From an optimization exercise on the open Yosys and OpenROAD flow, aimed at small area; shortcuts taken in it are not production practice.
For this run, only the layout was checked, not whether the RTL still works.
Power and IR drop assume default switching activity.

==> design/flow/design.v <==
module clock_converter(board_clk, rst, clk, ce);
input board_clk, rst;
output reg clk;
output ce;
reg a;
always@(posedge board_clk or posedge rst)
	begin
		if (rst)
			begin
				a <= 1'b0;
				clk <= 1'b0;
			end
		else
			begin
				a <= ~a;
				clk <= a;
			end
	end
assign ce = a;
endmodule
module VGA_Controller(board_clk, rst, ce, xCount, yCount, ScreenArea, hsync, vsync, blank_n);
input board_clk, rst, ce;
output reg [9:0]xCount, yCount; 
output reg ScreenArea;  
output hsync, vsync, blank_n;
reg p_hSync, p_vSync; 
localparam [9:0] porchHF = 10'd640;  
localparam [9:0] syncH = 10'd655; 
localparam [9:0] porchHB = 10'd747;  
localparam [9:0] maxH = 10'd793;  
localparam [9:0] porchVF = 10'd480;  
localparam [9:0] syncV = 10'd490;  
localparam [9:0] porchVB = 10'd492;  
localparam [9:0] maxV = 10'd525;  
always@(posedge board_clk or posedge rst)
	begin
		if (rst)
			xCount <= 10'd0;
		else if (ce)
			begin
				if(xCount == maxH)
					xCount <= 10'd0;
				else
					xCount <= xCount + 10'd1;
			end
	end
always@(posedge board_clk or posedge rst)
	begin
		if (rst)
			yCount <= 10'd0;
		else if (ce)
			begin
				if(xCount == maxH)
					begin
						if(yCount == maxV)
							yCount <= 10'd0;
						else
							yCount <= yCount + 10'd1;
					end
			end
	end
always@(posedge board_clk or posedge rst)  
	begin
		if (rst)
			ScreenArea <= 1'b0;
		else if (ce)
			ScreenArea <= ((xCount < porchHF) && (yCount < porchVF)); 
	end
always@(posedge board_clk or posedge rst)  
	begin
		if (rst)
			begin
				p_hSync <= 1'b0;
				p_vSync <= 1'b0;
			end
		else if (ce)
			begin
				p_hSync <= ((xCount >= syncH) && (xCount < porchHB)); 
				p_vSync <= ((yCount >= syncV) && (yCount < porchVB)); 
			end
	end
assign vsync = ~p_vSync; 
assign hsync = ~p_hSync;
assign blank_n = ScreenArea;
endmodule
module blocks(board_clk, rst, ce, xCount, yCount, block);
input board_clk, rst, ce;
input [9:0]xCount;
input [9:0]yCount;
output reg [15:0]block;
localparam [9:0] COL0 = 10'd50, COL1 = 10'd175, COL2 = 10'd300, COL3 = 10'd425;
localparam [9:0] ROW0 = 10'd50, ROW1 = 10'd150, ROW2 = 10'd250, ROW3 = 10'd350;
always@(posedge board_clk or posedge rst) 
	begin
		if (rst)
			block <= 16'd0;
		else if (ce)
			begin
				block[0] <= (xCount > COL0 && xCount < (COL0 + 10'd125)) && (yCount > ROW0 && yCount < (ROW0 + 10'd100));
				block[1] <= (xCount > COL1 && xCount < (COL1 + 10'd125)) && (yCount > ROW0 && yCount < (ROW0 + 10'd100));
				block[2] <= (xCount > COL2 && xCount < (COL2 + 10'd125)) && (yCount > ROW0 && yCount < (ROW0 + 10'd100));
				block[3] <= (xCount > COL3 && xCount < (COL3 + 10'd125)) && (yCount > ROW0 && yCount < (ROW0 + 10'd100));
				block[4] <= (xCount > COL0 && xCount < (COL0 + 10'd125)) && (yCount > ROW1 && yCount < (ROW1 + 10'd100));
				block[5] <= (xCount > COL1 && xCount < (COL1 + 10'd125)) && (yCount > ROW1 && yCount < (ROW1 + 10'd100));
				block[6] <= (xCount > COL2 && xCount < (COL2 + 10'd125)) && (yCount > ROW1 && yCount < (ROW1 + 10'd100));
				block[7] <= (xCount > COL3 && xCount < (COL3 + 10'd125)) && (yCount > ROW1 && yCount < (ROW1 + 10'd100));
				block[8] <= (xCount > COL0 && xCount < (COL0 + 10'd125)) && (yCount > ROW2 && yCount < (ROW2 + 10'd100));
				block[9] <= (xCount > COL1 && xCount < (COL1 + 10'd125)) && (yCount > ROW2 && yCount < (ROW2 + 10'd100));
				block[10] <= (xCount > COL2 && xCount < (COL2 + 10'd125)) && (yCount > ROW2 && yCount < (ROW2 + 10'd100));
				block[11] <= (xCount > COL3 && xCount < (COL3 + 10'd125)) && (yCount > ROW2 && yCount < (ROW2 + 10'd100));
				block[12] <= (xCount > COL0 && xCount < (COL0 + 10'd125)) && (yCount > ROW3 && yCount < (ROW3 + 10'd100));
				block[13] <= (xCount > COL1 && xCount < (COL1 + 10'd125)) && (yCount > ROW3 && yCount < (ROW3 + 10'd100));
				block[14] <= (xCount > COL2 && xCount < (COL2 + 10'd125)) && (yCount > ROW3 && yCount < (ROW3 + 10'd100));
				block[15] <= (xCount > COL3 && xCount < (COL3 + 10'd125)) && (yCount > ROW3 && yCount < (ROW3 + 10'd100));
			end
	end
endmodule
module Runner2048 (board_clk, VGA_R, VGA_G, VGA_B, hsync, vsync, clk, blank_n, rst, inputnums);
input board_clk, rst; 
input [3:0] inputnums; 
output hsync, vsync, clk, blank_n;
wire ce;  
clock_converter clocks(board_clk, rst, clk, ce);  
wire [9:0] xCount; 
wire [9:0] yCount;
wire ScreenArea;
VGA_Controller VGA(board_clk, rst, ce, xCount, yCount, ScreenArea, hsync, vsync, blank_n);
output reg [7:0]VGA_R, VGA_G, VGA_B;
reg R;
reg G;
reg B;
reg Rn, Gn, Bn;  
wire game_over;
wire win;
wire game_over_text = 1'b0;  
wire win_text = 1'b0;  
reg [11:0] row0[3:0];
reg [11:0] row1[3:0];
reg [11:0] row2[3:0];
reg [11:0] row3[3:0];
assign game_over = ((row0[0] !== row0[1]) && (row0[0] !== row1[0]) && (row0[1] !== row1[1]) && (row0[1] !== row0[2]) &&(row0[2] !== row1[2]) &&
	(row0[2] !== row0[3]) && (row0[3] !== row1[3]) && (row1[0] !== row1[1]) && (row1[0] !== row2[0]) && (row1[1] !== row2[1]) && 
	(row1[1] !== row1[2]) && (row1[2] !== row1[3]) && (row1[2] !== row2[2]) && (row1[3] !== row2[3]) && (row2[0] !== row2[1]) && 
	(row2[0] !== row3[0]) && (row2[1] !== row2[2]) && (row2[1] !== row3[1]) && (row2[2] !== row3[2]) && (row2[2] !== row2[3]) && 
	(row2[3] !== row3[3]) && (row3[0] !== row3[1]) && (row3[1] !== row3[2]) && (row3[2] !== row3[3])&&(row0[0] !== 0)&&
	(row0[1] !== 0)&&(row0[2] !== 0)&&(row0[3] !== 0)&&(row1[0] !== 0)&&(row1[1] !== 0)
	&&(row1[2] !== 0)&&(row1[3] !== 0)&&(row2[0] !== 0)&&(row2[1] !== 0)&&(row2[2] !== 0)
	&&(row2[3] !== 0)&&(row3[0] !== 0)&&(row3[1] !== 0)&&(row3[2] !== 0)&&(row3[3] !== 0));
assign win = ((row0[0] == 256) || (row0[1] == 256) || (row0[2] == 256) || (row0[3] == 256) || (row1[0] == 256) || (row1[1] == 256) || (row1[2] == 256) || (row1[3] == 256) || 
(row2[0] == 256) || (row2[1] == 256) || (row2[2] == 256) || (row2[3] == 256) || (row3[0] == 256) || (row3[1] == 256) || (row3[2] == 256) || (row3[3] == 256));
wire [15:0] squares1;
blocks bloc(board_clk, rst, ce, xCount,yCount,squares1);
reg [15:0]squares;
integer i;
integer a;
always @(posedge board_clk or posedge rst)
	begin
		if (rst)
			squares <= 16'd0;
		else if (ce)
			squares <= squares1;
	end
always @(*)
	begin
		if (game_over == 1'b0)
			begin
				if (win == 1'b0)
					begin
						Rn = 1'b0;
						Gn = 1'b0;
						Bn = 1'b0;
						for (i = 0; i < 4; i = i + 1) begin
							if(row0[i] == 0) begin
								Rn = Rn || squares[i];
								Gn = Gn || squares[i];
								Bn = Bn || squares[i];
							end
							else if(row0[i] == 2) begin
								Rn = Rn || squares[i];
							end
							else if(row0[i] == 4) begin
								Bn = Bn || squares[i];
							end
							else if(row0[i] == 8) begin
								Gn = Gn || squares[i];
							end
							else if(row0[i] == 16) begin
								Rn = Rn || squares[i];
								Bn = Bn || squares[i];
							end
							else if(row0[i] == 32) begin
								Rn = Rn || squares[i];
								Gn = Gn || squares[i];
							end
							else if(row0[i] == 64) begin
								Bn = Bn || squares[i];
								Gn = Gn || squares[i];
							end
							else if(row0[i] == 128) begin
								Bn = Bn;
								Gn = Gn;
								Rn = Rn;
							end
						end   
						i = 0;
						for (i = 0; i < 4; i = i + 1) begin
							if(row1[i] == 0) begin
								Rn = Rn || squares[i + 4];
								Gn = Gn || squares[i + 4];
								Bn = Bn || squares[i + 4];
							end
							else if(row1[i] == 2) begin
								Rn = Rn || squares[i + 4];
							end
							else if(row1[i] == 4) begin
								Bn = Bn || squares[i + 4];
							end
							else if(row1[i] == 8) begin
								Gn = Gn || squares[i + 4];
							end
							else if(row1[i] == 16) begin
								Rn = Rn || squares[i + 4];
								Bn = Bn || squares[i + 4];
							end
							else if(row1[i] == 32) begin
								Rn = Rn || squares[i + 4];
								Gn = Gn || squares[i + 4];
							end
							else if(row1[i] == 64) begin
								Bn = Bn || squares[i + 4];
								Gn = Gn || squares[i + 4];
							end
							else if(row1[i] == 128) begin
								Bn = Bn;
								Gn = Gn;
								Rn = Rn;
							end
						end   
						for (i = 0; i < 4; i = i + 1) begin
							if(row2[i] == 0) begin
								Rn = Rn || squares[i + 8];
								Gn = Gn || squares[i + 8];
								Bn = Bn || squares[i + 8];
							end
							else if(row2[i] == 2) begin
								Rn = Rn || squares[i + 8];
							end
							else if(row2[i] == 4) begin
								Bn = Bn || squares[i + 8];
							end
							else if(row2[i] == 8) begin
								Gn = Gn || squares[i + 8];
							end
							else if(row2[i] == 16) begin
								Rn = Rn || squares[i + 8];
								Bn = Bn || squares[i + 8];
							end
							else if(row2[i] == 32) begin
								Rn = Rn || squares[i + 8];
								Gn = Gn || squares[i + 8];
							end
							else if(row2[i] == 64) begin
								Bn = Bn || squares[i + 8];
								Gn = Gn || squares[i + 8];
							end
							else if(row2[i] == 128) begin
								Bn = Bn;
								Gn = Gn;
								Rn = Rn;
							end
						end   
						for (i = 0; i < 4; i = i + 1) begin
							if(row3[i] == 0) begin
								Rn = Rn || squares[i + 12];
								Gn = Gn || squares[i + 12];
								Bn = Bn || squares[i + 12];
							end
							else if(row3[i] == 2) begin
								Rn = Rn || squares[i + 12];
							end
							else if(row3[i] == 4) begin
								Bn = Bn || squares[i + 12];
							end
							else if(row3[i] == 8) begin
								Gn = Gn || squares[i + 12];
							end
							else if(row3[i] == 16) begin
								Rn = Rn || squares[i + 12];
								Bn = Bn || squares[i + 12];
							end
							else if(row3[i] == 32) begin
								Rn = Rn || squares[i + 12];
								Gn = Gn || squares[i + 12];
							end
							else if(row3[i] == 64) begin
								Bn = Bn || squares[i + 12];
								Gn = Gn || squares[i + 12];
							end
							else if(row3[i] == 128) begin
								Bn = Bn;
								Gn = Gn;
								Rn = Rn;
							end
						end   
					end
				else
					begin
						Rn = 1'b0;
						Gn = ScreenArea & !win_text;
						Bn = 1'b0;
					end
			end
		else
			begin
				Rn = ScreenArea & !game_over_text;
				Gn = 1'b0;
				Bn = 1'b0;
			end
	end
always @(posedge board_clk or posedge rst)
	begin
		if (rst)
			begin
				R <= 1'b0;
				G <= 1'b0;
				B <= 1'b0;
			end
		else if (ce)
			begin
				R <= Rn;
				G <= Gn;
				B <= Bn;
			end
	end
reg [2:0] state;
reg [3:0] NS;
reg [3:0] inputnumbers;
reg ran;  
reg terminate;  
reg terminate_q;  
parameter START = 3'b000,
          MOVEUP = 3'b001,
          MOVEDOWN = 3'b010,
          MOVELEFT = 3'b011,
          MOVERIGHT = 3'b100,
			 REVERSETRANSLATE = 3'b101,
			 CHECK = 3'b111; 
reg [11:0] vert0[3:0];
reg [11:0] vert1[3:0];
reg [11:0] vert2[3:0];
reg [11:0] vert3[3:0];
always @ (posedge board_clk, posedge rst) 
	begin 
	if(rst)  begin 
	row0[0] <= 12'd0; 
	row0[1] <= 12'd0; 
	row0[2] <= 12'd0; 
	row0[3] <= 12'd0; 
	row1[0] <= 12'd0; 
	row1[1] <= 12'd0; 
	row1[2] <= 12'd0; 
	row1[3] <= 12'd0; 
	row2[0] <= 12'd0; 
	row2[1] <= 12'd0; 
	row2[2] <= 12'd0; 
	row2[3] <= 12'd0; 
	row3[0] <= 12'd0; 
	row3[1] <= 12'd0; 
	row3[2] <= 12'd0; 
	row3[3] <= 12'd0; 
	ran = 0;
	terminate = 0;
	terminate_q <= 1'b0;
	NS <= START;
 vert0[0] <= 12'd0;  
			  vert0[1] <= 12'd0; 
			  vert0[2] <= 12'd0; 
			  vert0[3] <= 12'd0; 
			  vert1[0] <= 12'd0; 
			  vert1[1] <= 12'd0; 
			  vert1[2] <= 12'd0; 
			  vert1[3] <= 12'd0; 
			  vert2[0] <= 12'd0; 
			  vert2[1] <= 12'd0; 
			  vert2[2] <= 12'd0; 
			  vert2[3] <= 12'd0; 
			  vert3[0] <= 12'd0; 
			  vert3[1] <= 12'd0; 
			  vert3[2] <= 12'd0; 
			  vert3[3] <= 12'd0; 
	end 
	else begin 
	ran = 0;
	terminate = terminate_q;
	case (state) 
		START: begin 
			case(inputnums)
				4'b0111: begin 
					NS <= MOVEUP;
					end 
				4'b1011: begin 
					NS <= MOVEDOWN;
					end 
				4'b1101: begin 
					NS <= MOVELEFT;
					end 
				4'b1110: begin 
				   NS <= MOVERIGHT;
					end 
				default: begin 
				    vert0[0] <= row0[0]; 
			  vert0[1] <= row1[0];
			  vert0[2] <= row2[0];
			  vert0[3] <= row3[0];
			  vert1[0] <= row0[1];
			  vert1[1] <= row1[1];
			  vert1[2] <= row2[1];
			  vert1[3] <= row3[1];
			  vert2[0] <= row0[2];
			  vert2[1] <= row1[2];
			  vert2[2] <= row2[2];
			  vert2[3] <= row3[2];
			  vert3[0] <= row0[3];
			  vert3[1] <= row1[3];
			  vert3[2] <= row2[3];
			  vert3[3] <= row3[3];
					ran = 0;
					NS <= START; 
					terminate = 0;
					end 
				endcase
		   end 
		REVERSETRANSLATE: begin 
			row0[0] <= vert0[0];
			row0[1] <= vert1[0]; 
			row0[2] <= vert2[0]; 
			row0[3] <= vert3[0]; 
			row1[0] <= vert0[1];
			row1[1] <= vert1[1]; 
			row1[2] <= vert2[1]; 
			row1[3] <= vert3[1]; 
			row2[0] <= vert0[2]; 
			row2[1] <= vert1[2]; 
			row2[2] <= vert2[2]; 
			row2[3] <= vert3[2]; 
			row3[0] <= vert0[3]; 
			row3[1] <= vert1[3]; 
			row3[2] <= vert2[3]; 
			row3[3] <= vert3[3]; 
			 terminate = 0;
			NS <= CHECK; 
		end 
		MOVEUP: begin 
						for (a = 0; a < 3; a = a + 1) begin
						  if (((vert0[a] == 12'd0) || (vert0[a] == vert0[a + 1]))&&!(vert0[a] + vert0[a+1] == 12'd0)&&!(terminate)) begin
							 vert0[a] <= vert0[a] + vert0[a + 1];
							 vert0[a + 1] <= 12'd0;
							 ran = 1;
							 terminate  = 1;
						  end
						  end 
						for (a = 0; a < 3; a = a + 1) begin
						  if (((vert1[a] == 12'd0) || (vert1[a] == vert1[a + 1]))&&!(vert1[a] + vert1[a+1] == 12'd0)&&!(terminate) ) begin
							 vert1[a] <= vert1[a] + vert1[a + 1];
							 vert1[a + 1] <= 12'd0;
							 ran = 1;
							 terminate = 1;
						  end
						 end 
						 for (a = 0; a < 3; a = a + 1) begin
						  if (((vert2[a] == 12'd0) || (vert2[a] == vert2[a + 1]))&&!(vert2[a] + vert2[a+1] == 12'd0)&&!(terminate) ) begin
							 vert2[a] <= vert2[a] + vert2[a + 1];
							 vert2[a + 1] <= 12'd0;
							 ran = 1;
							 terminate = 1;
						  end
						 end 
						 for (a = 0; a < 3; a = a + 1) begin
						  if (((vert3[a] == 12'd0) || (vert3[a] == vert3[a + 1]))&&!(vert3[a] + vert3[a+1] == 12'd0)&&!(terminate)) begin
							 vert3[a] <= vert3[a] + vert3[a + 1];
							 vert3[a + 1] <= 12'd0;
							 ran = 1;
							 terminate = 1;
						  end
						 end 
						if(ran == 1) begin 
						 NS <= MOVEUP; 
						 ran = 0;
						 terminate = 0;
						 end 
						 else begin 
						  terminate = 0;
						 NS <= REVERSETRANSLATE;
						end 
		end 
		MOVEDOWN: begin 
		   for (a = 3; a > 0; a = a - 1) begin
			 if (((vert0[a] == 12'd0) || (vert0[a] == vert0[a - 1])) && !(vert0[a] + vert0[a - 1] == 12'd0) && !(terminate)) begin
				vert0[a] <= vert0[a] + vert0[a - 1];
				vert0[a - 1] <= 12'd0;
				ran = 1;
				terminate = 1;
			 end
		  end
		  for (a = 3; a > 0; a = a - 1) begin
			 if (((vert1[a] == 12'd0) || (vert1[a] == vert1[a - 1])) && !(vert1[a] + vert1[a - 1] == 12'd0) && !(terminate)) begin
				vert1[a] <= vert1[a] + vert1[a - 1];
				vert1[a - 1] <= 12'd0;
				ran = 1;
				terminate = 1;
			 end
		  end
		  for (a = 3; a > 0; a = a - 1) begin
			 if (((vert2[a] == 12'd0) || (vert2[a] == vert2[a - 1])) && !(vert2[a] + vert2[a - 1] == 12'd0) && !(terminate)) begin
				vert2[a] <= vert2[a] + vert2[a - 1];
				vert2[a - 1] <= 12'd0;
				ran = 1;
				terminate = 1;
			 end
		  end
		  for (a = 3; a > 0; a = a - 1) begin
			 if (((vert3[a] == 12'd0) || (vert3[a] == vert3[a - 1])) && !(vert3[a] + vert3[a - 1] == 12'd0) && !(terminate)) begin
				vert3[a] <= vert3[a] + vert3[a - 1];
				vert3[a - 1] <= 12'd0;
				ran = 1;
				terminate = 1;
			 end
		  end
		  if(ran == 1) begin 
			 NS <= MOVEDOWN;
			 ran = 0;
			 terminate = 0;
		  end else begin
			 NS <= REVERSETRANSLATE;
			 terminate = 0;
		  end
		end
		MOVELEFT: begin
						for (a = 0; a < 3; a = a + 1) begin
						  if (((row0[a] == 12'd0) || (row0[a] == row0[a + 1]))&&!(row0[a] + row0[a+1] == 12'd0)&&!(terminate)) begin
							 row0[a] <= row0[a] + row0[a + 1];
							 row0[a + 1] <= 12'd0;
							 ran = 1;
							 terminate  = 1;
						  end
						  end 
						for (a = 0; a < 3; a = a + 1) begin
						  if (((row1[a] == 12'd0) || (row1[a] == row1[a + 1]))&&!(row1[a] + row1[a+1] == 12'd0)&&!(terminate) ) begin
							 row1[a] <= row1[a] + row1[a + 1];
							 row1[a + 1] <= 12'd0;
							 ran = 1;
							 terminate = 1;
						  end
						 end 
						 for (a = 0; a < 3; a = a + 1) begin
						  if (((row2[a] == 12'd0) || (row2[a] == row2[a + 1]))&&!(row2[a] + row2[a+1] == 12'd0)&&!(terminate) ) begin
							 row2[a] <= row2[a] + row2[a + 1];
							 row2[a + 1] <= 12'd0;
							 ran = 1;
							 terminate = 1;
						  end
						 end 
						 for (a = 0; a < 3; a = a + 1) begin
						  if (((row3[a] == 12'd0) || (row3[a] == row3[a + 1]))&&!(row3[a] + row3[a+1] == 12'd0)&&!(terminate)) begin
							 row3[a] <= row3[a] + row3[a + 1];
							 row3[a + 1] <= 12'd0;
							 ran = 1;
							 terminate = 1;
						  end
						 end 
						if(ran == 1) begin 
						 NS <= MOVELEFT; 
						 ran = 0;
						 terminate = 0;
						 end 
						 else begin 
						  terminate = 0;
						 NS <= CHECK;
						end 
		end
		MOVERIGHT: begin
		  for (a = 3; a > 0; a = a - 1) begin
			 if (((row0[a] == 12'd0) || (row0[a] == row0[a - 1])) && !(row0[a] + row0[a - 1] == 12'd0) && !(terminate)) begin
				row0[a] <= row0[a] + row0[a - 1];
				row0[a - 1] <= 12'd0;
				ran = 1;
				terminate = 1;
			 end
		  end
		  for (a = 3; a > 0; a = a - 1) begin
			 if (((row1[a] == 12'd0) || (row1[a] == row1[a - 1])) && !(row1[a] + row1[a - 1] == 12'd0) && !(terminate)) begin
				row1[a] <= row1[a] + row1[a - 1];
				row1[a - 1] <= 12'd0;
				ran = 1;
				terminate = 1;
			 end
		  end
		  for (a = 3; a > 0; a = a - 1) begin
			 if (((row2[a] == 12'd0) || (row2[a] == row2[a - 1])) && !(row2[a] + row2[a - 1] == 12'd0) && !(terminate)) begin
				row2[a] <= row2[a] + row2[a - 1];
				row2[a - 1] <= 12'd0;
				ran = 1;
				terminate = 1;
			 end
		  end
		  for (a = 3; a > 0; a = a - 1) begin
			 if (((row3[a] == 12'd0) || (row3[a] == row3[a - 1])) && !(row3[a] + row3[a - 1] == 12'd0) && !(terminate)) begin
				row3[a] <= row3[a] + row3[a - 1];
				row3[a - 1] <= 12'd0;
				ran = 1;
				terminate = 1;
			 end
		  end
		  if(ran == 1) begin 
			 NS <= MOVERIGHT;
			 ran = 0;
			 terminate = 0;
		  end else begin
			 NS <= CHECK;
			 terminate = 0;
		  end
		end
		CHECK: begin
		if( inputnums == 4'b1111) begin 
			if(row0[0] == 0 || row0[1] == 0 || row0[2] == 0 || row0[3] == 0) begin
				for (a = 0; a < 4; a = a + 1) begin
						  if ((row0[a] == 0) && !(terminate)) begin
							row0[a] <= 12'd2;;
							terminate = 1;
						  end
				 end 
				 NS <= START; 
			end 
			else if(row1[0] == 0 || row1[1] == 0 || row1[2] == 0 || row1[3] == 0) begin
				for (a = 0; a < 4; a = a + 1) begin
						  if ((row1[a] == 0) && !(terminate)) begin
							row1[a] <= 12'd2;;
							terminate = 1;
						  end
				 end 
				 NS <= START; 
			end 
			else if(row2[0] == 0 || row2[1] == 0 || row2[2] == 0 || row2[3] == 0) begin
				for (a = 0; a < 4; a = a + 1) begin
						  if ((row2[a] == 0) && !(terminate)) begin
							row2[a] <= 12'd2;;
							terminate = 1;
						  end
				 end 
				 NS <= START; 
			end 
			else if(row3[0] == 0 || row3[1] == 0 || row3[2] == 0 || row3[3] == 0) begin
				for (a = 0; a < 4; a = a + 1) begin
						  if ((row3[a] == 0) && !(terminate)) begin
							row3[a] <= 12'd2;
							terminate = 1;
						  end
				 end
				NS <= START; 
			end 
			else begin 
			NS <= START;
		end 
		end 
		else 
		begin 
		NS<= CHECK;
		end
		end
	endcase 
	terminate_q <= terminate;
	end 
	end 
always @ (posedge board_clk, posedge rst) 
	begin 
	if(rst)  begin 
	state <= START;
	end 
	else begin 
	state <= NS; 
	end 
	end 
always @ (posedge board_clk or posedge rst)
	begin
		if (rst)
			begin
				VGA_R <= 8'd0;
				VGA_G <= 8'd0;
				VGA_B <= 8'd0;
			end
		else if (ce)
			begin
				VGA_R <= {8{R}};
				VGA_G <= {8{G}};
				VGA_B <= {8{B}};
			end
	end 
endmodule
==> design/flow/run.sh <==
#!/bin/bash
# synth_recipe.tcl (not shown) runs the flow's synth.tcl, then flattens the netlist and writes it again
# the make line also repeats each setting of config.mk as NAME=value (left out here)
make -C /OpenROAD-flow-scripts/flow DESIGN_CONFIG=/design/flow/config.mk WORK_HOME=/design/flow/orfs CLKGATE_MAP_FILE= SYNTH_SCRIPT=/design/flow/synth_recipe.tcl finish
==> design/flow/config.mk <==
export PLATFORM = sky130hd
export DESIGN_NAME = Runner2048
export DESIGN_NICKNAME = Runner2048
export VERILOG_FILES = /design/flow/design.v
export SDC_FILE = /design/flow/constraint.sdc
export NUM_CORES = 4
export LEC_CHECK = 0
export CAP_MARGIN = 20
export CORE_MARGIN = 2
export CORE_UTILIZATION = 40
export SLEW_MARGIN = 20
==> design/flow/constraint.sdc <==
create_clock -name core_clock -period 20.0 [get_ports {board_clk}]
set_input_delay 4.0000 -clock core_clock [delete_from_list [all_inputs] [get_ports {board_clk}]]
set_output_delay 4.0000 -clock core_clock [all_outputs]
set_load 0.01 [all_outputs]
==> flow_summary_export.csv <==
group,metric,value,unit
power,power_density,162,nW/um2
power,ir_worst_vdd,0.0000974,V
synthesis,synth-seq-cells,454,
clock_tree,clk_latency,700,ps
drt,drc,0,
clock_tree,htreeDepth,2,
worst_setup_path,r2r_start,"row1[2][0]",
worst_setup_path,rrSetupSlack,13320,ps
timing,clock_skew,44.6,ps
clock_tree,cts_setup_buffers,0,
timing,post-route-period-util,35.6,%
drt,ant_nets,0,
die,io_pins,34,
drt,vias,44000,
clock_tree,cts_root_buffer,"clkbuf_16",
cells_and_area,instances_no_fill,6429,
synthesis,synth_fp_nets,5428,
cells_and_area,area_growth,7.52,%
synthesis,yosysSeqAreaShare,25.9,%
synthesis,mappedNetlistArea,43800,um2
clock_tree,ctsHoldBuffers,0,
cells_and_area,mostFrequentLayoutCells,"dfrtp_1, nand2_1, o21ai_0",
worst_setup_path,required,20560,ps
placed_design,io_buffers,33,
timing,setup_tns,0,ps
global_route,grt_most_used_layer,"met2",
run,drv_cap,0,
cells_and_area,drive_gt1_share,11.5,%
drt,drt_iter0_drc,5596,
clock_tree,cts_buffers,56,
cells_and_area,antenna-diode-count,0,
clock_tree,ctsResizeCount,0,
hold_path,hold_end,"state[1]",
global_route,grt_usage,32.1,%
placed_design,dpl.hpwl,141000,um
cells_and_area,nets,5272,
timing,setup_viol,0,
die,die_w,335,um
drt,via_per_inst,6.85,
worst_setup_path,worstSetupPathType,"in2reg",
worst_setup_path,end_kind,"flop",
drt,wl_per_cell,28.9,um
drt,drt-total-wl,186000,um
die,coreArea,109000,um2
synthesis,netlist_instances,5127,
synthesis,yosysWarnings,12,
worst_setup_path,setup.worst_path.start_class,"primary input",
clock_tree,clk_path_buf_depth,3,
synthesis,async_flop_share,100,%
global_route,grt_pass1_wl,275000,um
placed_design,routabilityCongestion,1.05,
hold_path,hp-start,"NS[1]",
die,floorplan.initialDensity,40.3,%
global_route,grt_pass1_vias,40600,
worst_setup_path,cp-startpoint,"inputnums[1]",
timing,relSlewSlack,5.17,%
global_route,antenna_found_initial,4,
clock_tree,cts_tree,"yes",
global_route,grt_max_degree,117,
global_route,grt_use_met2,48.1,%
worst_setup_path,cp_max_fo,24,
clock_tree,clock-sinks,454,
timing,rsz0062_at_grt,"no",
worst_setup_path,timing.rr.end,"row3[3][4]",
placed_design,placedInstanceArea,45200,um2
synthesis,syn_avg_cell_area,8.54,um2
cells_and_area,final_core_util,43.3,%
die,rows,121,
power,power,7.64,mW
timing,drv_slew,0,
cells_and_area,fin_area,47100,um2
global_route,grt.met1_usage,44.4,%
status,status,"no timing/DRC/antenna violations",
drt,drtPass1Iterations,6,
worst_setup_path,arrival,7680,ps
timing,hold_viol,0,
synthesis,synth-edff-count,0,
die,die_area,112000,um2
timing,tightest_slew,1420,ps
worst_setup_path,ff2ff_path_depth,13,
power,power_leakage,21.2,nW
global_route,use_met3,6.42,%
cells_and_area,nFillCells,10800,
timing,fmax,140,MHz
global_route,overflow,0,
synthesis,ys.flop_type,"dfrtp_1",
die,die_h,335,um
clock_tree,clk_pin_slew,60,ps
cells_and_area,multi_input_area,30500,um2
timing,period_minus_slack,7130,ps
cells_and_area,final_common_cell,"dfrtp_1",
cells_and_area,seqCellArea,11400,um2
placed_design,dp.cells,6324,
hold_path,hold_path_depth,0,
hold_path,hp-class,"reg2reg",
synthesis,synth.distinct_cells,103,
final cells by class:
class / instances / area share [%]
repair buffers: 105 / 1.89
clock buffers: 75 / 3.26
flip-flops and latches: 454 / 24.1
inverters: 198 / 1.59
multi-input cells: 4156 / 64.8
clock inverters: 27 / 0.601
well taps: 1414 / 3.76
cell families after synthesis:
family          synth area share (%)
fa+ha+maj                       9.21
simple gates                    18.7
mux                             9.63
flops                           25.9
buf+inv                         4.71
xor+xnor                        7.60
compound gates                  24.2
per-layer routing:
layer	vias to the layer above	routed length [um]
met2	2448	79400
met3	519	19000
met4	4	9620
met5	-	63
met1	21800	78000
li1	19300	-
registers in the layout, summed over array words and instances, names as in the netlist, 3 cells and up:
name / flops
VGA.xCount: 10
vert0: 48
bloc.block: 16
vert3: 48
state: 3
vert1: 48
vert2: 48
row0: 48
row2: 48
VGA.yCount: 10
NS: 3
row3: 48
squares: 16
row1: 48
metrics by stage:
stage	worst slack (ps)	hold WS, ps
after floorplan	3340	354
after global placement	12390	377
after detailed placement	12390	371
after CTS	13070	386
after global routing	12820	401
final	12870	387
Yosys cell counts, types with 20 or more instances:
cell,n,area share [%]
a2111oi_0,20,0.40
a211oi_1,69,1.2
a21o_1,92,1.6
a21oi_1,268,3.1
a221o_1,38,0.87
a22o_1,70,1.4
a22oi_1,93,1.6
a31oi_1,39,0.56
a32oi_1,20,0.40
and2_1,43,0.61
and3_1,34,0.49
buf_4,25,0.43
clkbuf_1,265,2.3
dfrtp_1,454,26
fa_1,24,1.1
ha_1,271,7.7
inv_1,197,1.7
mux2_1,20,0.51
mux2_2,326,8.4
mux2i_1,32,0.73
nand2_1,374,3.2
nand2b_1,36,0.51
nand3_1,129,1.5
nand4_1,75,1.1
nor2_1,272,2.3
nor2b_1,33,0.47
nor3_1,158,1.8
nor3b_1,27,0.46
nor4_1,191,2.7
o2111ai_1,24,0.48
o211ai_1,59,1.0
o21a_1,50,0.86
o21ai_0,335,3.8
o21bai_1,34,0.58
o221ai_1,50,1.0
o22ai_1,21,0.30
or3_1,45,0.64
or4_1,34,0.58
xnor2_1,199,4.0
xor2_1,181,3.6
worst max-delay path by stage:
stage                       end  slack, ps  depth (start not counted)
global placement     row1[0][5]      12390                          7
detailed placement  vert1[3][7]      12390                          8
floorplan                     B       3340                          1
CTS                  row1[0][7]      13070                          6
finish               row1[0][7]      12870                          6
global route        vert0[1][3]      12820                         10
critical path: stages:
cell,delay (ps)
clkdlybuf4s50_1,630
nand4_1,440
a22oi_1,810
a21boi_0,510
nand4b_1,820
o21ai_0,440
power breakdown:
group / switching [mW] / internal (mW) / leakage (nW)
registers: 0.475 / 1.08 / 6.19
clock network: 0.465 / 0.590 / 0.886
logic: 3.34 / 1.69 / 14.1

what the ideal ports hide:
How much do the figures lean on ideal ports? The routed layout below was timed once more, with nothing changed but the port constraints.
Step 1, drivers: a clkbuf_16 drives board_clk and a buf_2 each remaining input, both assumed.
Step 2 moves the port delays by t, midway between the first and last clock arrival at a register: inputs arrive t later, outputs are due t later. That takes back most of the time a late clock gives input paths.
a / b / c = ideal / step 1 / step 2; a / b = the first two.
t (ns): 0.742
setup slack, ns: 12.871 / 12.909 / 12.167
latest minus earliest clock arrival (ns): 0.044 / 0.044
After both steps setup and hold are still met in this run. The setup slack of this run moves by +0.038 ns with the drivers and by -0.704 ns with both steps.
